This is an optimization exercise on Yosys and OpenROAD, whose aim is small area, a short achievable clock period and few clock cycles per item, not a production implementation.
The RTL was checked by simulation tests, not by an equivalence proof against the original design.
No activity file was given, so power comes from the tool's default toggle rates.

==> flow/flow/run.sh <==
#!/bin/bash
set -euo pipefail
bash standard.sh SETUP_SLACK_MARGIN=5.3 finish > make_finish.log 2>&1
==> flow/design.v <==
module SME ( clk, reset, chardata, isstring, ispattern, valid, match, match_index);
input clk;
input reset;
input [7:0] chardata;
input isstring;
input ispattern;
output valid;
output match;
output [4:0] match_index;
reg valid;
reg match;
reg [4:0] match_index;
reg  [7:0] c_q;         
reg        lit_q, dot_q, car_q, dol_q, star_q;
reg        str_q, str_q2;
reg        pat_q, pat_q2;
wire in_car  = (chardata == 8'h5E);
wire in_dol  = (chardata == 8'h24);
wire in_dot  = (chardata == 8'h2E);
wire in_star = (chardata == 8'h2A);
always @(posedge clk) begin
	c_q    <= (in_car | in_dol) ? 8'h20 : chardata;
	lit_q  <= !(in_car | in_dol | in_dot | in_star);
	dot_q  <= in_dot;
	car_q  <= in_car;
	dol_q  <= in_dol;
	star_q <= in_star;
end
always @(posedge clk or posedge reset) begin
	if (reset) begin
		str_q  <= 1'b0;
		str_q2 <= 1'b0;
		pat_q  <= 1'b0;
		pat_q2 <= 1'b0;
	end else begin
		str_q  <= isstring;
		str_q2 <= str_q;
		pat_q  <= ispattern;
		pat_q2 <= pat_q;
	end
end
reg [7:0] s [0:31];
reg [5:0] len;           
integer n;
always @(posedge clk) begin
	if (str_q) begin
		for (n = 0; n < 31; n = n + 1)
			s[n] <= s[n+1];
		s[31] <= c_q;
		len <= str_q2 ? len + 6'd1 : 6'd1;
	end
end
wire [5:0] len_nxt = str_q ? (str_q2 ? len + 6'd1 : 6'd1) : len;
wire [5:0] lo = 6'd32 - len_nxt;
reg  [31:0] v;
integer j;
always @(*) begin
	for (j = 0; j < 32; j = j + 1)
		v[j] = (j >= lo);
end
reg [31:0] eq;
always @(*) begin
	for (j = 0; j < 32; j = j + 1)
		eq[j] = (s[j] == c_q);
end
reg  [32:0] m;
reg  [4:0]  base;        
reg         starred;
reg [32:0] pre;
always @(*) begin
	pre[0] = m[0];
	for (j = 1; j < 33; j = j + 1)
		pre[j] = pre[j-1] | m[j];
end
reg [4:0] fs;
always @(*) begin
	fs = 5'd0;
	for (j = 31; j >= 0; j = j - 1)
		if (m[j]) fs = j;
end
wire [4:0] cand = fs + base;
reg [32:0] m_nxt;
always @(*) begin
	m_nxt[0] = (car_q & m[0]) |
	           (dol_q & m[0] & eq[0]) |
	           (star_q & pre[0]);
	for (j = 1; j < 32; j = j + 1)
		m_nxt[j] = ((lit_q | dot_q) & m[j-1] & (dot_q | eq[j-1])) |
		           (car_q & m[j] & (!m[j-1] | eq[j-1])) |
		           (dol_q & m[j] & eq[j]) |
		           (star_q & pre[j]);
	m_nxt[32] = ((lit_q | dot_q) & m[31] & (dot_q | eq[31])) |
	            (dol_q & m[32]) |
	            (star_q & pre[32]);
end
always @(posedge clk) begin
	if (pat_q) begin
		m    <= m_nxt;
		base <= (lit_q | dot_q) ? base - 5'd1 : base;
	end else begin
		m    <= {1'b0, v};
		base <= len_nxt[4:0];
	end
end
always @(posedge clk or posedge reset) begin
	if (reset)
		starred <= 1'b0;
	else
		starred <= pat_q & (starred | star_q);
end
always @(posedge clk) begin
	if (!starred)
		match_index <= cand;
end
always @(posedge clk or posedge reset) begin
	if (reset) begin
		valid <= 1'b0;
	end else begin
		valid <= pat_q2 & !pat_q;
	end
end
always @(posedge clk) begin
	match <= |m;
end
endmodule
==> flow/standard.sh <==
#!/bin/bash
# synth_recipe.tcl (not shown) runs the flow's synth.tcl, then flattens the netlist and writes it again
# the make line also repeats each setting of config.mk as NAME=value (left out here)
make -C /OpenROAD-flow-scripts/flow DESIGN_CONFIG=/design/flow/config.mk WORK_HOME=/design/flow/orfs CLKGATE_MAP_FILE= SYNTH_SCRIPT=/design/flow/synth_recipe.tcl "${@:-finish}"
==> flow/constraint.sdc <==
create_clock -name core_clock -period 8.0 [get_ports {clk}]
set_input_delay 1.6000 -clock core_clock [delete_from_list [all_inputs] [get_ports {clk}]]
set_output_delay 1.6000 -clock core_clock [all_outputs]
set_load 0.01 [all_outputs]
==> flow/config.mk <==
export PLATFORM = sky130hd
export DESIGN_NAME = SME
export DESIGN_NICKNAME = SME
export VERILOG_FILES = /design/flow/design.v
export SDC_FILE = /design/flow/constraint.sdc
export NUM_CORES = 4
export LEC_CHECK = 0
export CAP_MARGIN = 20
export CORE_MARGIN = 2
export CORE_UTILIZATION = 40
export CTS_CLUSTER_DIAMETER = 120
export CTS_CLUSTER_SIZE = 24
export SLEW_MARGIN = 20
==> flow_summary.json, run 1 <==
{
  "hold_ws_ns": 0.4662,
  "synth_top_area_share_pct": 52.30,
  "min_path_type": "register to register",
  "grt_max_degree": 84,
  "die_y_um": 199.4,
  "leakagePower_nw": 5.261,
  "holdPathStages": 0,
  "required_ns": 8.26,
  "hold_violations": 0,
  "nets": 1243,
  "hold_end": "s[15][6]",
  "avgSynthCellArea_um2": 12.52,
  "start_util_pct": 40.55,
  "postRouteAntennaNets": 0,
  "syn_inst": 1220,
  "grt_pass1_vias": 9235,
  "rsz0062_at_grt": "yes",
  "p_per_area_nw_per_um2": 215.6,
  "drt_wl_total_mm": 33.41,
  "end_kind": "register",
  "vias": 9499,
  "setup_violations": 0,
  "cts_max_path_buffers": 3,
  "cts.clk_slew.worst_paths_ns": 0.10,
  "grt_pass1_wl_mm": 52.14,
  "syn_nets": 1243,
  "num_rows": 71,
  "worstMarginPinSlew_ns": 1.142,
  "cts-root-buf": "clkbuf_16",
  "syn_to_final_growth_pct": 9.897,
  "design_area_um2": 16780,
  "synthFlopType": "edfxtp_1",
  "h-tree-depth": 1,
  "antenna_found_initial": 0,
  "drive_gt1_share_pct": 10.89,
  "drt-pass1-iter-count": 7,
  "die_x_um": 199.4,
  "diodes": 0,
  "grt_remaining_overflow": 0,
  "rr_endpoint": "match_index[4]",
  "synth_cell_type_count": 77,
  "rr_worst_depth": 15,
  "hold_start": "s[16][6]",
  "cts_tree": "done",
  "relSlewSlack_pct": 23.77,
  "synth-edff-count": 266,
  "crit_family": "compound AO/OA/AOI/OAI gates",
  "io_pins": 19,
  "ys_top_cells_by_area": "edfxtp_1, xnor2_1, dfxtp_1, nand4_1, o21ai_0",
  "drc_errors": 0,
  "finalSetupTns_ns": 0,
  "netlist_area_um2": 15270,
  "dpl-instance-area_um2": 16010,
  "track_usage_pct": 16.69,
  "ys_seq_area_share_pct": 60.23,
  "drv_slew": 0,
  "rrSetupSlack_ns": 5.10,
  "avgRoutedWirePerCell_um": 19.19,
  "cp.arrival_ns": 3.16,
  "slowest_stage": "dfxtp_2",
  "nFillCells": 3455,
  "drtIter0Drc": 727,
  "p_switching_mw": 0.9769,
  "skew_ns": 0.01947,
  "synth_common_cells": "edfxtp_1, xnor2_1, o21ai_0",
  "path_cells": "nor2b_1 -> o21ai_1 -> a21oi_1 -> o21ai_1 -> a21oi_2 -> o221ai_2 -> a221oi_2 -> ha_2 -> inv_2 -> fa_2 -> inv_2 -> a21o_1 -> a21oi_2 -> xor2_1 -> xnor2_1",
  "coreArea_um2": 37670,
  "fp.dieArea_um2": 39760,
  "vias_per_cell": 5.456,
  "ys_ff_latch": 325,
  "cell_internal_pwr_mw": 2.642,
  "pwr-share-clk_pct": 25.9,
  "worst-setup-path-type": "register to register",
  "finish.utilization_pct": 44.56,
  "fin_crit_sh_pct": 36.30,
  "combPwrFrac_pct": 16.7,
  "dp_hpwl_mm": 21.41,
  "switching_share_pct": 26.99,
  "async_reset_ff_share_pct": 1.846,
  "rr_startpoint": "m[31]",
  "insertion_delay_ns": 0.52,
  "seqCellArea_um2": 9221,
  "yosysMostFrequentCell": "edfxtp_1",
  "cts_buffers": 17,
  "place_congestion": 0.8846,
  "period_needed_ns": 2.904,
  "crit_path_max_incr_delay_ns": 0.37,
  "critPathLaunchType": "register",
  "maxCapViolations": 0,
  "seqPwrFrac_pct": 57.4,
  "clock-sinks": 325,
  "portBuffers": 18,
  "multi_input_area_um2": 5819,
  "cp_num_buf_inv": 2,
  "outcome": "timing/DRC/antenna clean",
  "path_max_fanout": 3,
  "fmax_ghz": 0.3444,
  "irDropWorstVdd_mv": 0.1464,
  "yosys_warnings": 2,
  "synth_top_cell_by_area": "edfxtp_1"
}
[worst max path at each step]
stage          startpoint              to  slack [ns]  depth (start not counted)
6_report            m[31]  match_index[4]        5.10                         15
4_1_cts             m[31]  match_index[4]        5.11                         15
5_1_grt             m[31]  match_index[4]        4.98                         15
3_5_place_dp        str_q           m[14]        4.32                          9
2_1_floorplan       str_q           m[18]        4.07                          9
3_3_place_gp        str_q            m[4]        4.40                          9
[layout by cell type, fill, tap and decap left out, drive strengths merged, types with 4 or more instances in the layout]
master,count
a222oi,10
o211ai,7
edfxtp,266
ha,10
o22ai,14
dfrtp,6
or3,4
nor2b,4
clkbuf,28
a21oi,51
o311ai,6
nand2b,4
dfxtp,53
o31ai,20
a31oi,8
a21o,4
clkdlybuf4s50,11
xor2,19
and3,4
and2,7
nand3,18
nand4,68
nor3,16
a221oi,7
buf,38
o21ai,76
a221o,5
xnor2,247
nor2,57
nand2,51
nor4,13
inv,38
a22o,5
o21a,5
a211oi,6
[per-stage QoR]
| step | cells | power (mW) | worst slack (ns) |
|---|---|---|---|
| global placement | 1694 | 2.671 | 4.399 |
| detailed placement | 1694 | 2.678 | 4.317 |
| floorplan | 1220 | 2.508 | 4.069 |
| finish | 1741 | 3.619 | 5.096 |
| global route | 1741 | 3.776 | 4.976 |
| CTS | 1731 | 3.639 | 5.108 |
[layer usage]
| metal | GRT usage (%) | share of wire, % | wire length [um] | vias up |
|---|---|---|---|---|
| met4 | 3.567 | 1.9 | 631 | 0 |
| met5 | 0 | 0 | 0 | - |
| li1 | - | - | - | 4500 |
| met2 | 28.39 | 49 | 16240 | 215 |
| met1 | 23.01 | 45 | 15140 | 4747 |
| met3 | 1.975 | 4.2 | 1393 | 37 |
[kinds of logic after synthesis]
| family | Yosys count | synth area share [%] |
|---|---|---|
| and+or+nand+nor | 259 | 9.446 |
| xor gates and xnor gates | 266 | 15.35 |
| adders and majority gates | 11 | 0.9504 |
| DFF | 325 | 60.23 |
| AOI/OAI and AO/OA | 247 | 10.72 |
| muxes | 3 | 0.1966 |
| buffers and inverters | 109 | 3.105 |
[power by group through the flow]
stage | Combinational, mW | Clock, mW | Sequential, mW
6_report | 0.603 | 0.939 | 2.08
4_1_cts | 0.593 | 0.968 | 2.08
3_5_place_dp | 0.563 | 0 | 2.11
5_1_grt | 0.664 | 1.02 | 2.09
3_3_place_gp | 0.558 | 0 | 2.11
2_1_floorplan | 0.410 | 0 | 2.10
[worst register-to-register path: cells and delay by family (launching register included)]
kind	cells	cell delay [ns]
DFF	1	0.37
xor gates and xnor gates	2	0.27
buffers and inverters	2	0.09
and+or+nand+nor	1	0.13
AOI/OAI and AO/OA	8	1.21
adders and majority gates	2	0.57
[what timing repair did]
item | in CTS | in global routing
resized for setup | 62 | 6
gates cloned | 1 | 0
pin swaps | 15 | 16
setup endpoints to repair | 116 | 17
buffers inserted | 7 | 10
hold buffers | 0 | 0
[area by class of cell]
class,instances,area share (%)
Tap cell,511,3.809
Sequential cell,325,54.94
Timing Repair Buffer,50,2.728
Inverter,40,0.9691
Clock inverter,1,0.09691
Multi-Input combinational cell,786,34.67
Clock buffer,28,2.781
[sequential cells by signal, summed over array words and instances, names as in the netlist, 5 cells and up]
name	flops
s	256
c_q	8
m	33
match_index	5
base	5
len	6
Testbench counts, summed over its fixed seeds: cycles 114,566, items 8,000.
==> run 2: changes to the inputs <==
==> flow/run.sh (new file) <==
#!/bin/bash
# synth_recipe.tcl (not shown) runs the flow's synth.tcl, then flattens the netlist and writes it again
# the make line also repeats each setting of config.mk as NAME=value (left out here)
make -C /OpenROAD-flow-scripts/flow DESIGN_CONFIG=/design/flow/config.mk WORK_HOME=/design/flow/orfs CLKGATE_MAP_FILE= SYNTH_SCRIPT=/design/flow/synth_recipe.tcl finish
--- a/flow/config.mk
+++ b/flow/config.mk
@@ -8,6 +8,8 @@
 export CAP_MARGIN = 20
 export CORE_MARGIN = 2
 export CORE_UTILIZATION = 40
-export CTS_CLUSTER_DIAMETER = 120
-export CTS_CLUSTER_SIZE = 24
+export CTS_BUF_LIST = sky130_fd_sc_hd__clkbuf_8
+export CTS_CLUSTER_DIAMETER = 100
+export CTS_CLUSTER_SIZE = 16
+export SETUP_SLACK_MARGIN = 5
 export SLEW_MARGIN = 20
removed: flow/flow/run.sh
removed: flow/standard.sh
==> flow_summary.json, run 2 <==
{
  "num_rows": 71,
  "required_ns": 6.40,
  "largest-register": "s",
  "clock-sinks": 325,
  "ys_top_cells_by_area": "edfxtp_1, xnor2_1, dfxtp_1, nand4_1, o21ai_0",
  "p_per_area_nw_per_um2": 210.3,
  "portBuffers": 18,
  "ys_ff_latch": 325,
  "async_reset_ff_share_pct": 1.846,
  "irDropWorstVdd_mv": 0.1454,
  "avgRoutedWirePerCell_um": 18.89,
  "ys_seq_area_share_pct": 60.23,
  "track_usage_pct": 16.56,
  "rsz0062_at_grt": "yes",
  "yosys_warnings": 2,
  "vias": 9420,
  "start_util_pct": 40.55,
  "cp_num_buf_inv": 1,
  "critPathLaunchType": "register",
  "grt_pass1_vias": 9287,
  "leakagePower_nw": 5.227,
  "cts_max_path_buffers": 3,
  "h-tree-depth": 1,
  "dp.cells": 1694,
  "min_path_type": "register to register",
  "finalSetupTns_ns": 0,
  "outcome": "timing/DRC/antenna clean",
  "cell_internal_pwr_mw": 2.516,
  "grt_remaining_overflow": 0,
  "pwr-share-clk_pct": 23.8,
  "cts_buffers": 24,
  "syn_nets": 1243,
  "die_x_um": 199.4,
  "hold_ws_ns": 0.4553,
  "p_switching_mw": 0.9686,
  "switching_share_pct": 27.80,
  "worstMarginPinSlew_ns": 1.120,
  "drtIter0Drc": 731,
  "hold_violations": 0,
  "fmax_ghz": 0.3433,
  "maxCapViolations": 0,
  "cp.arrival_ns": 1.31,
  "synth-edff-count": 266,
  "postRouteAntennaNets": 0,
  "grt_max_degree": 84,
  "diodes": 0,
  "nets": 1236,
  "synth_top_area_share_pct": 52.30,
  "fin_crit_sh_pct": 36.41,
  "setup_violations": 0,
  "final_cells": 1742,
  "avgSynthCellArea_um2": 12.52,
  "period_needed_ns": 2.913,
  "cts-root-buf": "clkbuf_8",
  "seqPwrFrac_pct": 59.7,
  "grt_pass1_wl_mm": 51.80,
  "worst-setup-path-type": "register to primary output",
  "drive_gt1_share_pct": 8.773,
  "die_y_um": 199.4,
  "crit_path_max_incr_delay_ns": 0.43,
  "syn_to_final_growth_pct": 8.496,
  "synth_top_cell_by_area": "edfxtp_1",
  "end_kind": "primary output",
  "dp_hpwl_mm": 21.41,
  "skew_ns": 0.02264,
  "place_congestion": 0.8846,
  "final_cell_mix": "edfxtp_1, xnor2_1, o21ai_0",
  "drt_wl_total_mm": 32.91,
  "drv_slew": 0,
  "relSlewSlack_pct": 25.25,
  "synth_cell_type_count": 77,
  "coreArea_um2": 37670,
  "yosysMostFrequentCell": "edfxtp_1",
  "io_pins": 19,
  "syn_inst": 1220,
  "cts_tree": "done",
  "antenna_found_initial": 0,
  "cts.clk_slew.worst_paths_ns": 0.10,
  "netlist_area_um2": 15270,
  "path_max_fanout": 1,
  "largest_reg_flops": 256,
  "vias_per_cell": 5.408,
  "synthFlopType": "edfxtp_1",
  "top_regs": "s (256), m (33), c_q (8)",
  "final_common_cell": "edfxtp_1",
  "drc_errors": 0,
  "crit_family": "flip-flops",
  "insertion_delay_ns": 0.59,
  "drt-pass1-iter-count": 7,
  "fp.dieArea_um2": 39760,
  "rrSetupSlack_ns": 5.10,
  "path_cells": "dlygate4sd2_1",
  "combPwrFrac_pct": 16.5,
  "synth_common_cells": "edfxtp_1, xnor2_1, o21ai_0",
  "slowest_stage": "edfxtp_1"
}
run 2: cell type report:
class / count / area (um2)
clock inverter: 19 / 83.83
clock buffer: 25 / 344.1
tap: 511 / 639.4
sequential: 325 / 9218
multi-input combinational: 786 / 5771
fill: 3462 / 21100
timing repair buffer: 36 / 351.6
inverter: 40 / 162.7
run 2: worst paths after layout:
kind	start	to	cells after the start
max	match_index[1]	match_index[1]	1
min	s[21][3]	s[20][3]	0
max reg2reg	m[31]	match_index[4]	15
min reg2reg	s[21][3]	s[20][3]	0
max in group asynchronous	reset	str_q	2
min in group asynchronous	reset	pat_q2	2
run 2: cell families (layout without fill, tap and decap cells):
kind of cell | Yosys count | in the layout | share of synthesized area [%]
compound gates | 247 | 247 | 10.72
buf+inv | 109 | 120 | 3.105
fa+ha+maj | 11 | 11 | 0.9504
simple gates | 259 | 259 | 9.446
mux | 3 | 3 | 0.1966
xor+xnor | 266 | 266 | 15.35
flops | 325 | 325 | 60.23
run 2: per-stage QoR:
step / total power [mW] / util, % / setup slack, ns / area [um2]
floorplan: 2.508 / - / 4.069 / 15410
global placement: 2.671 / 42.50 / 4.399 / 16010
global route: 3.659 / 43.99 / 4.961 / 16570
detailed placement: 2.678 / 42.50 / 4.317 / 16010
CTS: 3.514 / 43.81 / 5.028 / 16500
finish: 3.484 / 43.99 / 5.087 / 16570
run 2: layer usage:
metal	wire, um	GRT usage (%)	vias to the layer above
met2	15910	27.75	209
met1	15130	22.84	4687
met5	0	0	-
met3	1353	2.717	37
li1	-	-	4487
met4	516	3.182	0
run 2: timing repair:
item	4_1_cts	5_1_grt
pin swaps	2	6
resized for setup	22	9
hold endpoints to repair	0	0
hold buffers	0	0
buffers inserted	1	2
cloned	0	1
endpoints found under the setup margin	42	10
run 2: power groups by stage:
stage,Combinational [mW],Clock [mW],Sequential (mW)
3_3_place_gp,0.558,0,2.11
4_1_cts,0.571,0.865,2.08
3_5_place_dp,0.563,0,2.11
6_report,0.577,0.829,2.08
2_1_floorplan,0.410,0,2.10
5_1_grt,0.639,0.925,2.09
run 2: worst reg2reg max path, cell delays in order (launching register included):
cell and delay, ns:
dfxtp_2 0.35, nor2b_1 0.12, o21ai_0 0.08, a21oi_1 0.17, o21ai_1 0.10, a21oi_2 0.22
o221ai_2 0.16, a221oi_2 0.29, ha_2 0.22, inv_1 0.05, fa_2 0.35, inv_1 0.06
a21o_1 0.11, a21oi_1 0.07, xor2_1 0.15, xnor2_1 0.13
==> run 3: changes to the inputs <==
--- a/flow/design.v
+++ b/flow/design.v
@@ -11,7 +11,7 @@
 reg match;
 reg [4:0] match_index;
 reg  [7:0] c_q;         
-reg        lit_q, dot_q, car_q, dol_q, star_q;
+reg        dot_q, car_q, dol_q, star_q;
 reg        str_q, str_q2;
 reg        pat_q, pat_q2;
 wire in_car  = (chardata == 8'h5E);
@@ -20,7 +20,6 @@
 wire in_star = (chardata == 8'h2A);
 always @(posedge clk) begin
 	c_q    <= (in_car | in_dol) ? 8'h20 : chardata;
-	lit_q  <= !(in_car | in_dol | in_dot | in_star);
 	dot_q  <= in_dot;
 	car_q  <= in_car;
 	dol_q  <= in_dol;
@@ -39,19 +38,20 @@
 		pat_q2 <= pat_q;
 	end
 end
+wire lit_q = !(dot_q | car_q | dol_q | star_q);
 reg [7:0] s [0:31];
-reg [5:0] len;           
+reg [4:0] len;           
 integer n;
 always @(posedge clk) begin
 	if (str_q) begin
 		for (n = 0; n < 31; n = n + 1)
 			s[n] <= s[n+1];
 		s[31] <= c_q;
-		len <= str_q2 ? len + 6'd1 : 6'd1;
+		len <= str_q2 ? len + 5'd1 : 5'd1;
 	end
 end
-wire [5:0] len_nxt = str_q ? (str_q2 ? len + 6'd1 : 6'd1) : len;
-wire [5:0] lo = 6'd32 - len_nxt;
+wire [4:0] len_nxt = str_q ? (str_q2 ? len + 5'd1 : 5'd1) : len;
+wire [4:0] lo = 5'd0 - len_nxt;      
 reg  [31:0] v;
 integer j;
 always @(*) begin
@@ -99,7 +99,7 @@
 		base <= (lit_q | dot_q) ? base - 5'd1 : base;
 	end else begin
 		m    <= {1'b0, v};
-		base <= len_nxt[4:0];
+		base <= len_nxt;
 	end
 end
 always @(posedge clk or posedge reset) begin
--- a/flow/config.mk
+++ b/flow/config.mk
@@ -8,8 +8,7 @@
 export CAP_MARGIN = 20
 export CORE_MARGIN = 2
 export CORE_UTILIZATION = 40
-export CTS_BUF_LIST = sky130_fd_sc_hd__clkbuf_8
-export CTS_CLUSTER_DIAMETER = 100
-export CTS_CLUSTER_SIZE = 16
+export CTS_CLUSTER_DIAMETER = 120
+export CTS_CLUSTER_SIZE = 24
 export SETUP_SLACK_MARGIN = 5
 export SLEW_MARGIN = 20
==> flow_summary.json, run 3 <==
{
  "largest_reg_flops": 256,
  "min_path_type": "register to register",
  "synthFlopType": "edfxtp_1",
  "grt_pass1_vias": 8917,
  "antenna_found_initial": 0,
  "cts-root-buf": "clkbuf_16",
  "yosys_warnings": 2,
  "fin_crit_sh_pct": 37.24,
  "rr_endpoint": "match_index[4]",
  "start_util_pct": 40.71,
  "drtIter0Drc": 620,
  "rr_worst_depth": 12,
  "p_switching_mw": 0.9889,
  "place_congestion": 0.8151,
  "postRouteAntennaNets": 0,
  "synth_common_cells": "edfxtp_1, xnor2_1, nand4_1",
  "syn_inst": 1164,
  "holdPathStages": 0,
  "dp_slack_ns": 4.905,
  "grt_pass1_wl_mm": 49.65,
  "switching_share_pct": 27.26,
  "top_regs": "s (256), m (33), c_q (8)",
  "async_reset_ff_share_pct": 1.858,
  "largest-register": "s",
  "vias_per_cell": 5.399,
  "die_x_um": 197.0,
  "rr_startpoint": "m[30]",
  "outcome": "timing/DRC/antenna clean",
  "hold_violations": 0,
  "synth_top_area_share_pct": 53.60,
  "syn_to_final_growth_pct": 8.715,
  "avgSynthCellArea_um2": 12.80,
  "nets": 1176,
  "drive_gt1_share_pct": 7.639,
  "coreArea_um2": 36610,
  "rrSetupSlack_ns": 5.02,
  "synth_cell_type_count": 71,
  "avgRoutedWirePerCell_um": 18.90,
  "skew_ns": 0.01667,
  "p_per_area_nw_per_um2": 223.9,
  "drt-pass1-iter-count": 5,
  "worst-setup-path-type": "register to register",
  "netlist_area_um2": 14900,
  "required_ns": 8.27,
  "drt_wl_total_mm": 30.87,
  "hold_start": "s[21][3]",
  "combPwrFrac_pct": 16.6,
  "setup_violations": 0,
  "cts_buffers": 17,
  "synth-edff-count": 266,
  "cts_max_path_buffers": 3,
  "pwr-share-clk_pct": 26.1,
  "ys_top_cells_by_area": "edfxtp_1, xnor2_1, dfxtp_1, nand4_1, nand2_1",
  "synth_top_cell_by_area": "edfxtp_1",
  "relSlewSlack_pct": 38.23,
  "drv_slew": 0,
  "yosysMostFrequentCell": "edfxtp_1",
  "p_total_mw": 3.628,
  "die_y_um": 197.0,
  "portBuffers": 18,
  "seqPwrFrac_pct": 57.2,
  "worstMarginPinSlew_ns": 0.9266,
  "cp.arrival_ns": 3.25,
  "num_rows": 70,
  "grt_remaining_overflow": 0,
  "final_cell_mix": "edfxtp_1, xnor2_1, nand4_1",
  "critPathLaunchType": "register",
  "rsz0062_at_grt": "yes",
  "diodes": 0,
  "final_common_cell": "edfxtp_1",
  "cts_hold_buf": 0,
  "fmax_ghz": 0.3357,
  "nFillCells": 3332,
  "grt_max_degree": 86,
  "hold_ws_ns": 0.4643,
  "vias": 8816,
  "hold_end": "s[20][3]",
  "track_usage_pct": 16.04,
  "path_max_fanout": 5,
  "maxCapViolations": 0,
  "end_kind": "register",
  "setup_ws_ns": 5.021,
  "ys_seq_area_share_pct": 61.46,
  "cts_tree": "done",
  "cts.clk_slew.worst_paths_ns": 0.10,
  "clock-sinks": 323,
  "drc_errors": 0,
  "finalSetupTns_ns": 0,
  "irDropWorstVdd_mv": 0.1113,
  "leakagePower_nw": 5.236,
  "dp_hpwl_mm": 19.94,
  "insertion_delay_ns": 0.53,
  "period_needed_ns": 2.979,
  "fp.dieArea_um2": 38820,
  "ys_ff_latch": 323,
  "cell_internal_pwr_mw": 2.639,
  "io_pins": 19,
  "h-tree-depth": 1,
  "syn_nets": 1186
}
-- run 3: routing by layer --
| layer | part of all wire (%) | routed length, um | track usage [%] | vias to the layer above |
|---|---|---|---|---|
| li1 | - | - | - | 4223 |
| met1 | 45 | 13960 | 21.32 | 4383 |
| met2 | 49 | 15110 | 27.60 | 168 |
| met3 | 3.5 | 1094 | 2.237 | 42 |
| met4 | 2.3 | 706 | 4.261 | 0 |
| met5 | 0 | 0 | 0 | - |
-- run 3: worst max path at each step --
stage	from	endpoint	slack (ns)
floorplan	str_q	m[12]	3.99
global placement	m[30]	match_index[4]	4.91
detailed placement	m[30]	match_index[4]	4.90
CTS	m[30]	match_index[4]	4.95
global route	m[30]	match_index[4]	4.86
finish	m[30]	match_index[4]	5.02
-- run 3: area by class of cell --
class,instances,area [um2],area share [%]
well taps,468,585.6,3.614
multi-input cells,738,5488,33.87
clock inverters,2,25.02,0.1545
clock buffers,28,466.7,2.881
flip-flops and latches,323,9175,56.63
inverters,38,147.6,0.9113
repair buffers,36,314.1,1.938
-- run 3: power groups by stage --
stage / Combinational (mW) / Clock (mW) / Sequential, mW
3_5_place_dp: 0.602 / 0 / 2.11
4_1_cts: 0.605 / 0.986 / 2.08
5_1_grt: 0.664 / 1.04 / 2.09
3_3_place_gp: 0.599 / 0 / 2.11
6_report: 0.604 / 0.948 / 2.08
2_1_floorplan: 0.441 / 0 / 2.10
-- run 3: critical path, stage by stage (launching register included) --
cell,delay (ns)
dfxtp_2,0.37
nor2_1,0.10
o311ai_2,0.26
a311oi_1,0.13
o31ai_1,0.28
a21oi_1,0.16
or4_4,0.52
fa_2,0.38
inv_1,0.06
a21o_1,0.10
a21oi_1,0.07
xor2_1,0.15
xnor2_1,0.13
-- run 3: timing repair --
action,4_1_cts,5_1_grt
setup buffers,1,1
gates resized for setup,11,3
setup endpoints to repair,8,87
pin swaps,3,3
-- run 3: logic make-up (layout without fill, tap and decap cells) --
group / Yosys count / in the layout / synth area share (%)
AO/OA/AOI/OAI: 199 / 199 / 9.168
XOR/XNOR: 267 / 267 / 15.74
adder cells (fa/ha/maj): 10 / 10 / 0.8900
buffers and inverters: 103 / 104 / 2.855
flip-flops: 323 / 323 / 61.46
multiplexers: 4 / 4 / 0.2771
AND/OR/NAND/NOR: 258 / 258 / 9.613
-- run 3: metrics by stage --
stage | instance area, um2 | instances | utilization [%]
4_1_cts | 16180 | 1632 | 44.21
3_5_place_dp | 15670 | 1601 | 42.80
2_1_floorplan | 15080 | 1164 | -
3_3_place_gp | 15670 | 1601 | 42.80
6_report | 16200 | 1633 | 44.26
5_1_grt | 16200 | 1633 | 44.26
Testbench counts of run 3, summed over its fixed seeds: cycles 114,566, items 8,000.
==> run 4: changes to the inputs <==
--- a/flow/config.mk
+++ b/flow/config.mk
@@ -12,3 +12,4 @@
 export CTS_CLUSTER_SIZE = 24
 export SETUP_SLACK_MARGIN = 5
 export SLEW_MARGIN = 20
+export TNS_END_PERCENT = 5
==> flow_summary.json, run 4 <==
{
  "path_cells": "clkdlybuf4s50_1",
  "synth_top_area_share_pct": 53.60,
  "outcome": "timing/DRC/antenna clean",
  "yosysMostFrequentCell": "edfxtp_1",
  "rr_startpoint": "str_q",
  "dp.cells": 1601,
  "place_congestion": 0.8772,
  "drtIter0Drc": 531,
  "finalSetupTns_ns": 0,
  "syn_nets": 1186,
  "crit_family": "buffers and inverters",
  "end_kind": "primary output",
  "synthFlopType": "edfxtp_1",
  "drive_gt1_share_pct": 7.949,
  "critPathLaunchType": "register",
  "skew_ns": 0.02603,
  "portBuffers": 18,
  "required_ns": 6.40,
  "synth_cell_type_count": 71,
  "hold_end": "s[19][4]",
  "final_common_cell": "edfxtp_1",
  "path_max_fanout": 1,
  "nets": 1181,
  "p_total_mw": 3.624,
  "synth_common_cells": "edfxtp_1, xnor2_1, nand4_1",
  "rr_endpoint": "m[2]",
  "irDropWorstVdd_mv": 0.1065,
  "multi_input_area_um2": 5460,
  "min_path_type": "register to register",
  "avgRoutedWirePerCell_um": 18.83,
  "grt_max_degree": 84,
  "nFillCells": 3314,
  "largest_reg_flops": 256,
  "final_cells": 1638,
  "async_reset_ff_share_pct": 1.858,
  "cell_internal_pwr_mw": 2.655,
  "design_area_um2": 16250,
  "vias": 8798,
  "syn_to_final_growth_pct": 9.017,
  "p_per_area_nw_per_um2": 223.1,
  "holdPathStages": 0,
  "insertion_delay_ns": 0.53,
  "cts.clk_slew.worst_paths_ns": 0.10,
  "pwr-share-clk_pct": 26.0,
  "antenna_found_initial": 0,
  "dpl-instance-area_um2": 15600,
  "crit_path_max_incr_delay_ns": 0.53,
  "combPwrFrac_pct": 16.7,
  "cts_max_path_buffers": 3,
  "grt_pass1_wl_mm": 49.76,
  "rr_worst_depth": 7,
  "period_needed_ns": 2.990,
  "rrSetupSlack_ns": 5.05,
  "grt_pass1_vias": 8909,
  "die_y_um": 197.0,
  "h-tree-depth": 1,
  "drv_slew": 0,
  "vias_per_cell": 5.371,
  "cts_tree": "done",
  "postRouteAntennaNets": 0,
  "synth_top_cell_by_area": "edfxtp_1",
  "yosys_warnings": 2,
  "drc_errors": 0,
  "diodes": 0,
  "avgSynthCellArea_um2": 12.80,
  "io_pins": 19,
  "largest-register": "s",
  "cts_buffers": 17,
  "p_switching_mw": 0.9693,
  "cts_hold_buf": 0,
  "syn_inst": 1164,
  "fmax_ghz": 0.3344,
  "cts-root-buf": "clkbuf_16",
  "drt_wl_total_mm": 30.85,
  "drt-pass1-iter-count": 8,
  "seqPwrFrac_pct": 57.3,
  "grt_remaining_overflow": 0,
  "synth-edff-count": 266,
  "ys_seq_area_share_pct": 61.46,
  "dp_hpwl_mm": 20.03,
  "setup_violations": 0,
  "hold_start": "s[20][4]",
  "cp.arrival_ns": 1.39,
  "start_util_pct": 40.71,
  "setup_ws_ns": 5.010,
  "track_usage_pct": 16.08,
  "final_cell_mix": "edfxtp_1, xnor2_1, nand4_1",
  "num_rows": 70,
  "switching_share_pct": 26.75,
  "worst-setup-path-type": "register to primary output",
  "top_regs": "s (256), m (33), c_q (8)",
  "seqCellArea_um2": 9184,
  "leakagePower_nw": 5.247,
  "dp_slack_ns": 4.315,
  "netlist_area_um2": 14900,
  "rsz0062_at_grt": "yes",
  "cp_num_buf_inv": 1,
  "die_x_um": 197.0,
  "fin_crit_sh_pct": 37.38,
  "relSlewSlack_pct": 30.23,
  "coreArea_um2": 36610,
  "hold_violations": 0,
  "fp.dieArea_um2": 38820,
  "maxCapViolations": 0,
  "ys_top_cells_by_area": "edfxtp_1, xnor2_1, dfxtp_1, nand4_1, nand2_1",
  "worstMarginPinSlew_ns": 1.047,
  "clock-sinks": 323,
  "slowest_stage": "clkdlybuf4s50_1",
  "ys_ff_latch": 323
}
[run 4: cell counts after synthesis]
Identical to the previous run, type by type.
[run 4: through the flow]
step,hold slack [ns],util [%]
finish,0.4567,44.38
global route,0.4758,44.38
detailed placement,0.4539,42.60
CTS,0.4600,44.15
floorplan,0.3487,-
global placement,0.4478,42.60
[run 4: kinds of logic after synthesis]
family	after synthesis	share of synthesized area (%)
flops	323	61.46
xor+xnor	267	15.74
simple gates	258	9.613
compound gates	199	9.168
buf+inv	103	2.855
fa+ha+maj	10	0.8900
mux	4	0.2771
[run 4: routing by layer]
| layer | GRT usage (%) | up-vias | wire [um] |
|---|---|---|---|
| met1 | 21.06 | 4394 | 13770 |
| met2 | 28.82 | 140 | 15590 |
| li1 | - | 4228 | - |
| met3 | 1.878 | 36 | 929 |
| met5 | 0 | - | 0 |
| met4 | 3.258 | 0 | 556 |
[run 4: final cells by class]
type	instances	share of cell area, %
clock buffers	28	2.873
inverters	38	0.8933
multi-input cells	738	33.61
repair buffers	41	2.341
flip-flops and latches	323	56.53
well taps	468	3.604
clock inverters	2	0.1540
[run 4: power groups by stage]
stage	logic, mW	registers [mW]	clock network (mW)
floorplan	0.415	2.10	0
global placement	0.556	2.11	0
detailed placement	0.565	2.12	0
CTS	0.586	2.08	0.977
global route	0.667	2.10	1.02
finish	0.604	2.08	0.942
[run 4: how the worst max path moves through the flow]
stage	endpoint	from	slack, ns	cells after the start
after floorplan	m[12]	str_q	3.99	9
after global placement	m[12]	str_q	4.41	9
after detailed placement	m[12]	str_q	4.32	9
after CTS	match_index[4]	m[30]	4.88	12
after global routing	match_index[4]	m[30]	4.92	12
final	match_index[4]	match_index[4]	5.01	1
[run 4: what timing repair did]
action,CTS,global route
resized for setup,9,12
setup endpoints to repair,38,28
pin swaps,3,5
setup buffers,3,4
==> run 5: changes to the inputs <==
==> flow/flow/run.sh (new file) <==
#!/bin/bash
set -euo pipefail
bash standard.sh SETUP_SLACK_MARGIN=6.0 finish > make_finish.log 2>&1
==> flow/standard.sh (new file) <==
#!/bin/bash
# synth_recipe.tcl (not shown) runs the flow's synth.tcl, then flattens the netlist and writes it again
# the make line also repeats each setting of config.mk as NAME=value (left out here)
make -C /OpenROAD-flow-scripts/flow DESIGN_CONFIG=/design/flow/config.mk WORK_HOME=/design/flow/orfs CLKGATE_MAP_FILE= SYNTH_SCRIPT=/design/flow/synth_recipe.tcl "${@:-finish}"
--- a/flow/config.mk
+++ b/flow/config.mk
@@ -10,6 +10,5 @@
 export CORE_UTILIZATION = 40
 export CTS_CLUSTER_DIAMETER = 120
 export CTS_CLUSTER_SIZE = 24
-export SETUP_SLACK_MARGIN = 5
 export SLEW_MARGIN = 20
 export TNS_END_PERCENT = 5
removed: flow/run.sh
==> flow_summary.json, run 5 <==
{
  "io_pins": 19,
  "async_reset_ff_share_pct": 1.858,
  "path_max_fanout": 6,
  "relSlewSlack_pct": 29.29,
  "crit_path_max_incr_delay_ns": 0.51,
  "synth_top_family_by_area": "XOR/XNOR gates",
  "syn_inst": 1164,
  "cts_buffers": 17,
  "skew_ns": 0.02792,
  "avgSynthCellArea_um2": 12.80,
  "start_util_pct": 40.71,
  "final_common_cell": "edfxtp_1",
  "vias_per_cell": 5.454,
  "worstMarginPinSlew_ns": 1.061,
  "synth_xor_xnor_area_share_pct": 15.74,
  "dp_hpwl_mm": 19.82,
  "wl_met2_mm": 15.61,
  "drv_slew": 0,
  "yosys_warnings": 2,
  "outcome": "timing/DRC/antenna clean",
  "slowest_stage": "or4_4",
  "finalSetupTns_ns": 0,
  "top_regs": "s (256), m (33), c_q (8)",
  "critPathLaunchType": "register",
  "maxCapViolations": 0,
  "leakagePower_nw": 5.407,
  "dpl-instance-area_um2": 15600,
  "hold_violations": 0,
  "grt_max_degree": 85,
  "synth_cell_type_count": 71,
  "end_kind": "register",
  "syn_to_final_growth_pct": 11.53,
  "num_rows": 70,
  "syn_nets": 1186,
  "ys_seq_area_share_pct": 61.46,
  "die_y_um": 197.0,
  "h-tree-depth": 1,
  "cts_tree": "done",
  "synth-compound-area-share_pct": 9.168,
  "netlist_area_um2": 14900,
  "min_path_type": "register to register",
  "synth_top_cell_by_area": "edfxtp_1",
  "fmax_ghz": 0.3646,
  "vias": 9059,
  "ys_ff_latch": 323,
  "rsz0062_at_grt": "yes",
  "die_x_um": 197.0,
  "grt_remaining_overflow": 0,
  "drt-pass1-iter-count": 5,
  "cts.clk_slew.worst_paths_ns": 0.10,
  "synth.area.mux_share_pct": 0.2771,
  "final_cell_mix": "edfxtp_1, xnor2_1, nand4_1",
  "synthFlopType": "edfxtp_1",
  "synth-adder-area-share_pct": 0.8899,
  "synth_common_cells": "edfxtp_1, xnor2_1, nand4_1",
  "track_usage_pct": 16.26,
  "drc_errors": 0,
  "place_congestion": 0.8248,
  "irDropWorstVdd_mv": 0.1252,
  "diodes": 0,
  "postRouteAntennaNets": 0,
  "synth-edff-count": 266,
  "finish.utilization_pct": 45.40,
  "drive_gt1_share_pct": 13.08,
  "ys_top_cells_by_area": "edfxtp_1, xnor2_1, dfxtp_1, nand4_1, nand2_1",
  "wl_met3_mm": 1.115,
  "cp.arrival_ns": 3.01,
  "insertion_delay_ns": 0.52,
  "period_needed_ns": 2.743,
  "drt_wl_total_mm": 31.38,
  "design_area_um2": 16620,
  "drtIter0Drc": 603,
  "clock-sinks": 323,
  "largest-register": "s",
  "nets": 1205,
  "largest_reg_flops": 256,
  "portBuffers": 18,
  "fp.dieArea_um2": 38820,
  "grt_pass1_vias": 9164,
  "cts_max_path_buffers": 3,
  "synth_top_area_share_pct": 53.60,
  "worst-setup-path-type": "register to register",
  "cts-root-buf": "clkbuf_16",
  "avgRoutedWirePerCell_um": 18.89,
  "antenna_found_initial": 0,
  "grt_pass1_wl_mm": 50.36,
  "top_layer": "met4",
  "required_ns": 8.27,
  "setup_violations": 0,
  "synth-simple-area-share_pct": 9.613,
  "fin_crit_sh_pct": 34.28,
  "yosysMostFrequentCell": "edfxtp_1",
  "path_cells": "or2_2 -> a211oi_2 -> nor3_1 -> or4_4 -> fa_2 -> inv_2 -> a21o_1 -> a21oi_1 -> xor2_1 -> xnor2_1",
  "met1_length_mm": 13.88,
  "coreArea_um2": 36610,
  "p_per_area_nw_per_um2": 223.1
}
[run 5: worst max-delay path: cells and delay by family (launching register included)]
| kind | cells | cell delay [ns] |
|---|---|---|
| flip-flops | 1 | 0.39 |
| adder cells (fa/ha/maj) | 1 | 0.39 |
| AO/OA/AOI/OAI | 3 | 0.41 |
| buffers and inverters | 1 | 0.06 |
| XOR/XNOR | 2 | 0.29 |
| AND/OR/NAND/NOR | 3 | 0.96 |
[run 5: final cells by class]
class	count	area, um2
Fill cell	3262	19990
Clock inverter	1	16.27
Inverter	38	150.1
Tap cell	468	585.6
Sequential cell	323	9195
Timing Repair Buffer	65	565.5
Multi-Input combinational cell	738	5642
Clock buffer	28	466.7
[run 5: timing repair]
item	4_1_cts	5_1_grt
endpoints found under the setup margin	229	229
pin swaps	24	6
hold buffers	0	0
gates resized for setup	87	21
buffers inserted	30	1
[run 5: path summary, 6_finish.rpt]
path                       cells after the start             end     start  slack, ns
setup / recovery                              10  match_index[4]      m[8]       5.26
hold / removal                                 0        s[17][6]  s[18][6]       0.46
max in group asynchronous                      2           str_q     reset       6.52
min in group asynchronous                      2           pat_q     reset       1.27
hold reg to reg                                0        s[17][6]  s[18][6]       0.46
setup reg to reg                              10  match_index[4]      m[8]       5.26
[run 5: metrics by stage]
stage | total power [mW] | cells | setup WS [ns] | hold slack (ns)
global route | 3.869 | 1661 | 5.137 | 0.4772
floorplan | 2.518 | 1164 | 3.991 | 0.3487
global placement | 2.689 | 1601 | 4.845 | 0.4496
CTS | 3.730 | 1660 | 5.230 | 0.4621
detailed placement | 2.697 | 1601 | 4.760 | 0.4556
finish | 3.708 | 1661 | 5.257 | 0.4641
[run 5: kinds of logic (layout without fill, tap and decap cells)]
logic type	count (synthesis)	in the layout
flip-flops	323	323
AO/OA/AOI/OAI	199	199
XOR/XNOR	267	267
adder cells (fa/ha/maj)	10	10
AND/OR/NAND/NOR	258	258
multiplexers	4	4
buffers and inverters	103	132
[run 5: per-layer routing]
metal | vias to the layer above | global-route usage (%)
met3 | 53 | 2.168
met1 | 4566 | 21.09
met5 | - | 0
met2 | 162 | 28.62
met4 | 0 | 4.511
li1 | 4278 | -
[run 5: report_power, final]
group          total, mW  switching [mW]  internal, mW  leakage, nW
combinational      0.696           0.373         0.323         2.07
sequential          2.08           0.109          1.97         3.11
clock              0.934           0.526         0.408        0.229
==> run 6: changes to the inputs <==
==> flow/flow/run.sh (replaced) <==
#!/bin/bash
set -euo pipefail
bash standard.sh SETUP_SLACK_MARGIN=6.3 finish > make_finish.log 2>&1
==> flow_summary.json, run 6 <==
{
  "synth_cell_type_count": 71,
  "path_cells": "dlygate4sd2_1",
  "setup_violations": 0,
  "cts_max_path_buffers": 3,
  "drv_slew": 0,
  "nets": 1210,
  "vias_per_cell": 5.454,
  "synth-adder-area-share_pct": 0.8899,
  "io_pins": 19,
  "top_regs": "s (256), m (33), c_q (8)",
  "setup_ws_ns": 5.174,
  "drive_gt1_share_pct": 12.09,
  "cp_num_buf_inv": 1,
  "syn_to_final_growth_pct": 12.38,
  "clock-sinks": 323,
  "cts_buffers": 17,
  "h-tree-depth": 1,
  "drt_wl_total_mm": 32.79,
  "hold_start": "s[22][7]",
  "num_rows": 70,
  "cts-root-buf": "clkbuf_16",
  "antenna_found_initial": 0,
  "hold_violations": 0,
  "synth.area.mux_share_pct": 0.2771,
  "relSlewSlack_pct": 51.01,
  "nFillCells": 3264,
  "dp.cells": 1601,
  "required_ns": 6.40,
  "irDropWorstVdd_mv": 0.1063,
  "synth-simple-area-share_pct": 9.613,
  "yosysMostFrequentCell": "edfxtp_1",
  "die_y_um": 197.0,
  "critPathLaunchType": "register",
  "synth_common_cells": "edfxtp_1, xnor2_1, nand4_1",
  "multi_input_area_um2": 5630,
  "cts.clk_slew.worst_paths_ns": 0.10,
  "yosys_warnings": 2,
  "maxCapViolations": 0,
  "async_reset_ff_share_pct": 1.858,
  "end_kind": "primary output",
  "grt_remaining_overflow": 0,
  "synth-compound-area-share_pct": 9.168,
  "drt-pass1-iter-count": 5,
  "netlist_area_um2": 14900,
  "largest_reg_flops": 256,
  "synth_top_family_by_area": "XOR/XNOR gates",
  "final_cells": 1667,
  "dp_slack_ns": 4.817,
  "slowest_stage": "edfxtp_1",
  "drtIter0Drc": 701,
  "place_congestion": 0.8099,
  "leakagePower_nw": 5.472,
  "fmax_ghz": 0.3539,
  "ys_ff_latch": 323,
  "finalSetupTns_ns": 0,
  "avgRoutedWirePerCell_um": 19.67,
  "vias": 9092,
  "cts_tree": "done",
  "track_usage_pct": 16.58,
  "cp.arrival_ns": 1.23,
  "rsz0062_at_grt": "yes",
  "avgSynthCellArea_um2": 12.80,
  "worstSetupStartpoint": "match_index[4]",
  "p_total_mw": 3.745,
  "worstMarginPinSlew_ns": 0.7340,
  "synth-edff-count": 266,
  "coreArea_um2": 36610,
  "fp.dieArea_um2": 38820,
  "fin_crit_sh_pct": 35.32,
  "grt_max_degree": 81,
  "postRouteAntennaNets": 0,
  "period_needed_ns": 2.826,
  "outcome": "timing/DRC/antenna clean",
  "synth_xor_xnor_area_share_pct": 15.74,
  "crit_path_max_incr_delay_ns": 0.41,
  "dp_hpwl_mm": 20.32,
  "hold_ws_ns": 0.4572,
  "worst-setup-path-type": "register to primary output",
  "grt_pass1_vias": 8871,
  "seqCellArea_um2": 9196,
  "final_cell_mix": "edfxtp_1, xnor2_1, nand4_1",
  "start_util_pct": 40.71,
  "synth_top_cell_by_area": "edfxtp_1",
  "p_per_area_nw_per_um2": 223.6,
  "grt_pass1_wl_mm": 50.63,
  "ys_seq_area_share_pct": 61.46,
  "skew_ns": 0.03003,
  "insertion_delay_ns": 0.53,
  "largest-register": "s",
  "diodes": 0,
  "portBuffers": 18,
  "syn_nets": 1186,
  "cts_hold_buf": 0,
  "crit_family": "flip-flops",
  "min_path_type": "register to register",
  "synth_top_area_share_pct": 53.60,
  "path_max_fanout": 1,
  "drc_errors": 0,
  "syn_inst": 1164,
  "synthFlopType": "edfxtp_1",
  "rr_startpoint": "m[8]",
  "final_common_cell": "edfxtp_1",
  "die_x_um": 197.0,
  "ys_top_cells_by_area": "edfxtp_1, xnor2_1, dfxtp_1, nand4_1, nand2_1"
}
[run 6: cell type report]
cell class                      count  share of cell area, %
Tap cell                          468                  3.496
Timing Repair Buffer               69                  4.086
Sequential cell                   323                  54.91
Clock inverter                      2                 0.1494
Inverter                           38                 0.8965
Multi-Input combinational cell    739                  33.62
Clock buffer                       28                  2.846
[run 6: routing by layer]
metal  vias to the layer above  track usage [%]  part of all wire (%)
met3                        44            1.673                   3.5
met5                         -                0                     0
met2                       197            28.83                    49
li1                       4289                -                     -
met1                      4562            22.64                    45
met4                         0            3.370                   2.1
[run 6: cells by family (layout without fill, tap and decap cells)]
group	after synthesis	in the layout
flip-flops	323	323
XOR/XNOR	267	268
AND/OR/NAND/NOR	258	258
AO/OA/AOI/OAI	199	199
buffers and inverters	103	137
adder cells (fa/ha/maj)	10	10
multiplexers	4	4
[run 6: timing repair]
item	in CTS	in global routing
setup endpoints to repair	281	141
gates resized for setup	24	63
gates cloned	1	1
hold endpoints to repair	0	0
pin swaps	11	20
setup buffers	5	29
[run 6: worst reg2reg max path, stage by stage (launching register included)]
cell and delay (ns):
dfxtp_1 0.40, or2_2 0.36, a211oi_1 0.33, nor3_1 0.11
or4_4 0.44, fa_2 0.37, inv_1 0.06, a21o_1 0.11
a21oi_2 0.05, xor2_1 0.16, xnor2_1 0.13
[run 6: power by group]
part,internal [mW],switching (mW)
Clock,0.419,0.540
Sequential,1.97,0.108
Combinational,0.331,0.379
[run 6: worst paths after layout]
check                            endpoint  slack (ns)  cells after the start
setup / recovery           match_index[4]        5.17                      1
hold / removal                   s[21][7]        0.46                      0
setup reg to reg           match_index[4]        5.18                     10
max in group asynchronous           str_q        6.46                      2
min in group asynchronous          str_q2        1.28                      2
hold reg to reg                  s[21][7]        0.46                      0
[run 6: per-stage QoR]
step,util [%],instance area (um2)
after floorplan,-,14990
after global placement,42.60,15600
after detailed placement,42.60,15600
after CTS,44.38,16250
after global routing,45.75,16750
final,45.75,16750
==> run 7: changes to the inputs <==
==> flow/flow/run.sh (replaced) <==
#!/bin/bash
set -euo pipefail
bash standard.sh SETUP_SLACK_MARGIN=5.5 finish > make_finish.log 2>&1
==> flow_summary.json, run 7 <==
{
  "synth-edff-count": 266,
  "end_kind": "register",
  "multi_input_area_um2": 5538,
  "ys_top_cells_by_area": "edfxtp_1, xnor2_1, dfxtp_1, nand4_1, nand2_1",
  "finish.utilization_pct": 44.83,
  "rr_startpoint": "m[29]",
  "die_y_um": 197.0,
  "cp.arrival_ns": 3.13,
  "cts_max_path_buffers": 3,
  "yosysMostFrequentCell": "edfxtp_1",
  "synth_top_area_share_pct": 53.60,
  "synth_common_cells": "edfxtp_1, xnor2_1, nand4_1",
  "finalSetupTns_ns": 0,
  "grt_pass1_wl_mm": 50.39,
  "p_per_area_nw_per_um2": 221.9,
  "leakagePower_nw": 5.324,
  "synth_cell_type_count": 71,
  "drv_slew": 0,
  "postRouteAntennaNets": 0,
  "worstMarginPinSlew_ns": 1.057,
  "setup_ws_ns": 5.133,
  "dp_slack_ns": 4.315,
  "avgSynthCellArea_um2": 12.80,
  "final_common_cell": "edfxtp_1",
  "rsz0062_at_grt": "yes",
  "outcome": "timing/DRC/antenna clean",
  "insertion_delay_ns": 0.53,
  "cts_hold_buf": 0,
  "fp.dieArea_um2": 38820,
  "cp-endpoint": "match_index[4]",
  "die_x_um": 197.0,
  "fmax_ghz": 0.3488,
  "final_cell_mix": "edfxtp_1, xnor2_1, nand4_1",
  "clock-sinks": 323,
  "path_max_fanout": 6,
  "grt_remaining_overflow": 0,
  "largest_reg_flops": 256,
  "maxCapViolations": 0,
  "fin_crit_sh_pct": 35.84,
  "syn_to_final_growth_pct": 10.13,
  "worst-setup-path-type": "register to register",
  "dp_hpwl_mm": 20.03,
  "syn_inst": 1164,
  "hold_violations": 0,
  "vias": 8912,
  "drive_gt1_share_pct": 9.847,
  "rrSetupSlack_ns": 5.13,
  "yosys_warnings": 2,
  "synthFlopType": "edfxtp_1",
  "grt_max_degree": 84,
  "start_util_pct": 40.71,
  "drt-pass1-iter-count": 5,
  "vias_per_cell": 5.414,
  "period_needed_ns": 2.867,
  "skew_ns": 0.02562,
  "nFillCells": 3307,
  "diodes": 0,
  "cts.clk_slew.worst_paths_ns": 0.10,
  "relSlewSlack_pct": 29.55,
  "worstSetupStartpoint": "m[29]",
  "rr_worst_depth": 11,
  "rr_endpoint": "match_index[4]",
  "async_reset_ff_share_pct": 1.858,
  "io_pins": 19,
  "num_rows": 70,
  "nets": 1189,
  "irDropWorstVdd_mv": 0.1062,
  "track_usage_pct": 16.30,
  "drtIter0Drc": 524,
  "place_congestion": 0.8772,
  "cts_buffers": 17,
  "required_ns": 8.26,
  "ys_ff_latch": 323,
  "antenna_found_initial": 0,
  "portBuffers": 18,
  "min_path_type": "register to register",
  "grt_pass1_vias": 8992,
  "drt_wl_total_mm": 31.43,
  "seqCellArea_um2": 9189,
  "largest-register": "s",
  "avgRoutedWirePerCell_um": 19.09,
  "coreArea_um2": 36610,
  "critPathLaunchType": "register",
  "syn_nets": 1186,
  "cts-root-buf": "clkbuf_16",
  "netlist_area_um2": 14900,
  "drc_errors": 0,
  "ys_seq_area_share_pct": 61.46,
  "synth_top_cell_by_area": "edfxtp_1",
  "h-tree-depth": 1,
  "top_regs": "s (256), m (33), c_q (8)",
  "setup_violations": 0,
  "cts_tree": "done"
}
[run 7: cell count changes in the layout (fill, tap and decap cells not counted), sizes merged]
cell and delta:
buf -20, dlygate4sd2 -1, dlymetal6s2s +1, xor2 -1
[run 7: cell type report]
type                       instances  share of cell area (%)
multi-input combinational        738                   33.74
clock inverter                     2                  0.1525
inverter                          38                  0.8843
timing repair buffer              49                   2.828
sequential                       323                   55.98
clock buffer                      28                   2.843
tap                              468                   3.568
[run 7: metrics by stage]
stage          power [mW]  std cells  hold slack [ns]  instance area (um2)
2_1_floorplan       2.518       1164           0.3487                14990
3_3_place_gp        2.670       1601           0.4478                15600
3_5_place_dp        2.681       1601           0.4539                15600
4_1_cts             3.645       1640           0.4600                16260
5_1_grt             3.805       1646           0.4758                16410
6_report            3.642       1646           0.4570                16410
[run 7: timing repair]
action                     CTS  global route
gates cloned                 1             0
resized for setup           24            26
pin swaps                    6            17
setup buffers                8             6
setup endpoints to repair  209            42
[run 7: worst max-delay path, stage by stage, from the launching register on]
cell	delay [ns]
dfxtp_4	0.39
o311ai_4	0.26
a311oi_2	0.15
o31ai_2	0.28
a21oi_2	0.13
or4_4	0.51
fa_2	0.39
inv_2	0.05
a21o_1	0.11
a21oi_2	0.05
xor2_1	0.16
xnor2_1	0.12
[run 7: worst min path at each step]
| stage | from | to | slack [ns] | depth (start not counted) |
|---|---|---|---|---|
| after floorplan | pat_q | pat_q2 | 0.35 | 0 |
| after global placement | pat_q2 | valid | 0.45 | 1 |
| after detailed placement | pat_q2 | valid | 0.45 | 1 |
| after CTS | s[20][4] | s[19][4] | 0.46 | 0 |
| after global routing | s[18][6] | s[17][6] | 0.48 | 0 |
| final | s[20][4] | s[19][4] | 0.46 | 0 |
[run 7: power breakdown]
| group | leakage [nW] | internal, mW | total [mW] | switching, mW |
|---|---|---|---|---|
| registers | 3.11 | 1.97 | 2.08 | 0.109 |
| clock network | 0.234 | 0.410 | 0.942 | 0.531 |
| logic | 1.98 | 0.280 | 0.623 | 0.342 |
[run 7: logic make-up (layout without fill, tap and decap cells)]
| logic type | after synthesis | in the layout | share of synthesized area [%] |
|---|---|---|---|
| flip-flops | 323 | 323 | 61.46 |
| XOR/XNOR | 267 | 267 | 15.74 |
| AND/OR/NAND/NOR | 258 | 258 | 9.613 |
| AO/OA/AOI/OAI | 199 | 199 | 9.168 |
| buffers and inverters | 103 | 117 | 2.855 |
| adder cells (fa/ha/maj) | 10 | 10 | 0.8900 |
| multiplexers | 4 | 4 | 0.2771 |
[run 7: per-layer routing]
layer	track usage [%]	routed length, um
met1	21.37	13930
met2	29.32	15990
met3	1.861	994
met4	3.147	519
met5	0	0
==> run 8: changes to the inputs <==
==> flow/flow/run.sh (replaced) <==
#!/bin/bash
set -euo pipefail
bash standard.sh SETUP_SLACK_MARGIN=5.8 finish > make_finish.log 2>&1
==> flow_summary.json, run 8 <==
{
  "outcome": "timing/DRC/antenna clean",
  "synth_top_cell_by_area": "edfxtp_1",
  "drv_slew": 0,
  "cts_max_path_buffers": 3,
  "finalSetupTns_ns": 0,
  "worstMarginPinSlew_ns": 1.039,
  "start_util_pct": 40.71,
  "yosysMostFrequentCell": "edfxtp_1",
  "drive_gt1_share_pct": 11.08,
  "final_common_cell": "edfxtp_1",
  "die_y_um": 197.0,
  "dpl-instance-area_um2": 15600,
  "hold_ws_ns": 0.4631,
  "final_cell_mix": "edfxtp_1, xnor2_1, nand4_1",
  "vias": 8936,
  "p_per_area_nw_per_um2": 222.9,
  "rsz0062_at_grt": "yes",
  "crit_path_max_incr_delay_ns": 0.44,
  "slowest_stage": "or4_4",
  "min_path_type": "register to register",
  "synth_common_cells": "edfxtp_1, xnor2_1, nand4_1",
  "die_x_um": 197.0,
  "avgSynthCellArea_um2": 12.80,
  "drt-pass1-iter-count": 5,
  "antenna_found_initial": 0,
  "vias_per_cell": 5.416,
  "yosys_warnings": 2,
  "grt_pass1_vias": 9086,
  "postRouteAntennaNets": 0,
  "fmax_ghz": 0.3647,
  "maxCapViolations": 0,
  "period_needed_ns": 2.742,
  "fin_crit_sh_pct": 34.27,
  "end_kind": "register",
  "relSlewSlack_pct": 30.72,
  "worst-setup-path-type": "register to register",
  "drt_wl_total_mm": 31.11,
  "async_reset_ff_share_pct": 1.858,
  "netlist_area_um2": 14900,
  "rr_startpoint": "m[28]",
  "synth_cell_type_count": 71,
  "synthFlopType": "edfxtp_1",
  "path_cells": "o311ai_4 -> a311oi_1 -> o31ai_1 -> a21oi_1 -> or4_4 -> fa_2 -> inv_2 -> a21o_1 -> a21oi_1 -> xor2_1 -> xnor2_1",
  "ys_seq_area_share_pct": 61.46,
  "syn_inst": 1164,
  "grt_remaining_overflow": 0,
  "path_max_fanout": 3,
  "ys_ff_latch": 323,
  "critPathLaunchType": "register",
  "synth_top_area_share_pct": 53.60,
  "synth-edff-count": 266,
  "fp.dieArea_um2": 38820,
  "h-tree-depth": 1,
  "avgRoutedWirePerCell_um": 18.85,
  "leakagePower_nw": 5.334,
  "drtIter0Drc": 641,
  "grt_max_degree": 85,
  "drc_errors": 0,
  "nets": 1194,
  "diodes": 0,
  "cts_tree": "done",
  "irDropWorstVdd_mv": 0.1245,
  "design_area_um2": 16460,
  "insertion_delay_ns": 0.52,
  "top_regs": "s (256), m (33), c_q (8)",
  "clock-sinks": 323,
  "rrSetupSlack_ns": 5.26,
  "cpMostUsedCell": "a21oi_1",
  "syn_to_final_growth_pct": 10.43,
  "cts.clk_slew.worst_paths_ns": 0.09,
  "hold_start": "s[18][6]",
  "skew_ns": 0.02893,
  "hold_violations": 0,
  "place_congestion": 0.8248,
  "p_total_mw": 3.669,
  "num_rows": 70,
  "required_ns": 8.27,
  "setup_violations": 0,
  "coreArea_um2": 36610,
  "io_pins": 19,
  "cp.arrival_ns": 3.01,
  "largest-register": "s",
  "track_usage_pct": 16.13,
  "largest_reg_flops": 256,
  "worstSetupStartpoint": "m[28]",
  "cts_buffers": 17,
  "cts-root-buf": "clkbuf_16",
  "ys_top_cells_by_area": "edfxtp_1, xnor2_1, dfxtp_1, nand4_1, nand2_1",
  "dp_hpwl_mm": 19.82,
  "syn_nets": 1186,
  "grt_pass1_wl_mm": 49.89,
  "portBuffers": 18
}
## run 8: cells by family (layout without fill, tap and decap cells)
family / after synthesis / in the layout / synth area share, %
compound gates: 199 / 199 / 9.168
xor+xnor: 267 / 267 / 15.74
fa+ha+maj: 10 / 10 / 0.8900
buf+inv: 103 / 121 / 2.855
flops: 323 / 323 / 61.46
mux: 4 / 4 / 0.2771
simple gates: 258 / 258 / 9.613
## run 8: metal layers
layer  wire (um)  vias up  track usage [%]
met4         746        0            4.456
met1       13790     4476            20.91
met2       15500      150            28.40
met3        1073       51            2.168
met5           0        -                0
li1            -     4259                -
## run 8: worst paths after layout
check	to	cells after the start
worst max-delay path	match_index[4]	11
worst min-delay path	s[17][6]	0
worst max register to register	match_index[4]	11
worst min register to register	s[17][6]	0
max in group asynchronous	str_q	2
min in group asynchronous	pat_q	2
## run 8: repair_timing
| action | in CTS | in global routing |
|---|---|---|
| setup endpoints to repair | 216 | 135 |
| pin swaps | 13 | 6 |
| gates resized for setup | 63 | 17 |
| buffers inserted | 19 | 1 |
| hold buffers | 0 | 0 |
| cloned | 0 | 0 |
## run 8: area by class of cell
cell class | instances | area, um2
Fill cell | 3264 | 20150
Sequential cell | 323 | 9190
Multi-Input combinational cell | 738 | 5578
Tap cell | 468 | 585.6
Timing Repair Buffer | 54 | 473.0
Clock buffer | 28 | 466.7
Inverter | 38 | 147.6
Clock inverter | 1 | 16.27
## run 8: stage by stage
stage	std cells	worst slack [ns]	utilization, %
6_report	1650	5.258	44.95
5_1_grt	1650	5.137	44.95
4_1_cts	1649	5.230	44.75
3_5_place_dp	1601	4.760	42.60
3_3_place_gp	1601	4.845	42.60
2_1_floorplan	1164	3.991	-
## run 8: where the power goes
part / internal (mW) / leakage [nW] / total, mW / switching [mW]
Clock: 0.408 / 0.229 / 0.931 / 0.523
Sequential: 1.97 / 3.11 / 2.08 / 0.108
Combinational: 0.301 / 1.99 / 0.661 / 0.361
## run 8: critical path: cells and delay by family, from the launching register on
kind	cells	cell delay, ns
AOI/OAI and AO/OA	6	0.96
and+or+nand+nor	1	0.44
adders and majority gates	1	0.39
DFF	1	0.38
xor gates and xnor gates	2	0.29
buffers and inverters	1	0.06
==> run 9: changes to the inputs <==
==> flow/flow/run.sh (replaced) <==
#!/bin/bash
set -euo pipefail
bash standard.sh SETUP_SLACK_MARGIN=5.4 finish > make_finish.log 2>&1
==> flow_summary.json, run 9 <==
{
  "outcome": "timing/DRC/antenna clean",
  "synthFlopType": "edfxtp_1",
  "path_max_fanout": 6,
  "postRouteAntennaNets": 0,
  "dp_hpwl_mm": 20.03,
  "p_per_area_nw_per_um2": 222.0,
  "maxCapViolations": 0,
  "ys_seq_area_share_pct": 61.46,
  "synth-edff-count": 266,
  "cpMostUsedCell": "a21oi_2",
  "required_ns": 8.26,
  "leakagePower_nw": 5.321,
  "drc_errors": 0,
  "cts_tree": "done",
  "h-tree-depth": 1,
  "crit_path_max_incr_delay_ns": 0.51,
  "num_rows": 70,
  "syn_nets": 1186,
  "fmax_ghz": 0.3487,
  "nFillCells": 3307,
  "dp_slack_ns": 4.315,
  "worstMarginPinSlew_ns": 1.050,
  "end_kind": "register",
  "final_common_cell": "edfxtp_1",
  "period_needed_ns": 2.868,
  "fp.dieArea_um2": 38820,
  "syn_to_final_growth_pct": 10.07,
  "worst-setup-path-type": "register to register",
  "rsz0062_at_grt": "yes",
  "grt_pass1_wl_mm": 50.35,
  "yosysMostFrequentCell": "edfxtp_1",
  "top_regs": "s (256), m (33), c_q (8)",
  "yosys_warnings": 2,
  "cts.clk_slew.worst_paths_ns": 0.10,
  "path_cells": "o311ai_4 -> a311oi_2 -> o31ai_2 -> a21oi_2 -> or4_4 -> fa_2 -> inv_2 -> a21o_1 -> a21oi_2 -> xor2_1 -> xnor2_1",
  "setup_ws_ns": 5.132,
  "ys_top_cells_by_area": "edfxtp_1, xnor2_1, dfxtp_1, nand4_1, nand2_1",
  "cts_max_path_buffers": 3,
  "finalSetupTns_ns": 0,
  "skew_ns": 0.02609,
  "min_path_type": "register to register",
  "syn_inst": 1164,
  "largest-register": "s",
  "io_pins": 19,
  "hold_violations": 0,
  "drive_gt1_share_pct": 9.686,
  "grt_max_degree": 84,
  "hold_ws_ns": 0.4565,
  "drtIter0Drc": 471,
  "grt_remaining_overflow": 0,
  "vias_per_cell": 5.405,
  "drt-pass1-iter-count": 5,
  "place_congestion": 0.8772,
  "cp.arrival_ns": 3.13,
  "relSlewSlack_pct": 30.01,
  "synth_cell_type_count": 71,
  "synth_top_cell_by_area": "edfxtp_1",
  "cts_hold_buf": 0,
  "final_cell_mix": "edfxtp_1, xnor2_1, nand4_1",
  "nets": 1188,
  "avgRoutedWirePerCell_um": 19.09,
  "synth_top_area_share_pct": 53.60,
  "cp_num_buf_inv": 1,
  "vias": 8892,
  "critPathLaunchType": "register",
  "grt_pass1_vias": 8980,
  "die_y_um": 197.0,
  "avgSynthCellArea_um2": 12.80,
  "ys_ff_latch": 323,
  "insertion_delay_ns": 0.53,
  "slowest_stage": "or4_4",
  "drv_slew": 0,
  "track_usage_pct": 16.29,
  "cts-root-buf": "clkbuf_16",
  "async_reset_ff_share_pct": 1.858,
  "clock-sinks": 323,
  "antenna_found_initial": 0,
  "synth_common_cells": "edfxtp_1, xnor2_1, nand4_1",
  "setup_violations": 0,
  "crit_family": "compound AO/OA/AOI/OAI gates",
  "die_x_um": 197.0,
  "largest_reg_flops": 256,
  "cts_buffers": 17,
  "portBuffers": 18,
  "coreArea_um2": 36610,
  "diodes": 0,
  "irDropWorstVdd_mv": 0.1066,
  "netlist_area_um2": 14900,
  "drt_wl_total_mm": 31.40,
  "start_util_pct": 40.71,
  "fin_crit_sh_pct": 35.85
}
run 9: changes by cell type in the layout (fill, tap and decap cells not counted), sizes merged:
cell / change
dlygate4sd2: +5
clkdlybuf4s15: -1
inv: +1
bufbuf: +1
buf: -12
dlymetal6s2s: +1
run 9: where the power goes:
group / switching, mW / total, mW / internal [mW]
combinational: 0.340 / 0.620 / 0.280
clock: 0.532 / 0.943 / 0.410
sequential: 0.110 / 2.08 / 1.97
total: 0.983 / 3.64 / 2.66
run 9: layout make-up:
type / count / area, um2 / area share [%]
inverters: 38 / 145.1 / 0.8848
clock buffers: 28 / 466.7 / 2.845
well taps: 468 / 585.6 / 3.570
clock inverters: 2 / 25.02 / 0.1526
multi-input cells: 738 / 5535 / 33.75
repair buffers: 48 / 456.7 / 2.784
flip-flops and latches: 323 / 9189 / 56.02
run 9: kinds of logic after synthesis:
group | after synthesis | synth area share [%]
flip-flops | 323 | 61.46
XOR/XNOR | 267 | 15.74
AND/OR/NAND/NOR | 258 | 9.613
AO/OA/AOI/OAI | 199 | 9.168
buffers and inverters | 103 | 2.855
adder cells (fa/ha/maj) | 10 | 0.8900
multiplexers | 4 | 0.2771
run 9: worst paths after layout:
path                            startpoint              to  slack [ns]  cells after the start
worst min-delay path              s[20][4]        s[19][4]        0.46                      0
min in group asynchronous            reset           str_q        1.30                      2
worst max register to register       m[29]  match_index[4]        5.13                     11
worst max-delay path                 m[29]  match_index[4]        5.13                     11
max in group asynchronous            reset           str_q        6.45                      2
worst min register to register    s[20][4]        s[19][4]        0.46                      0
run 9: per-stage QoR:
| stage | cells | util (%) | power (mW) | instance area [um2] |
|---|---|---|---|---|
| 6_report | 1645 | 44.81 | 3.641 | 16400 |
| 5_1_grt | 1645 | 44.81 | 3.804 | 16400 |
| 4_1_cts | 1639 | 44.38 | 3.644 | 16250 |
| 3_5_place_dp | 1601 | 42.60 | 2.681 | 15600 |
| 3_3_place_gp | 1601 | 42.60 | 2.670 | 15600 |
| 2_1_floorplan | 1164 | - | 2.518 | 14990 |
run 9: repair_timing:
action                     CTS  global route
cloned                       1             0
buffers inserted             7             6
setup endpoints to repair  207            40
resized for setup           23            26
pin swaps                    6            17
run 9: layer usage:
metal | part of all wire [%] | GRT usage, % | wire (um) | vias to the layer above
met5 | 0 | 0 | 0 | -
met4 | 1.7 | 3.147 | 531 | 0
met3 | 3.2 | 1.861 | 1019 | 34
met2 | 51 | 29.28 | 15930 | 146
met1 | 44 | 21.35 | 13920 | 4471
li1 | - | - | - | 4241

Check on run 9: ideal ports give 5.132 ns setup slack; a clkbuf_16 on the clock port and buf_2 on the inputs give 5.132 ns; moving port delays by the midpoint clock arrival (0.574 ns) as well gives 4.889 ns.
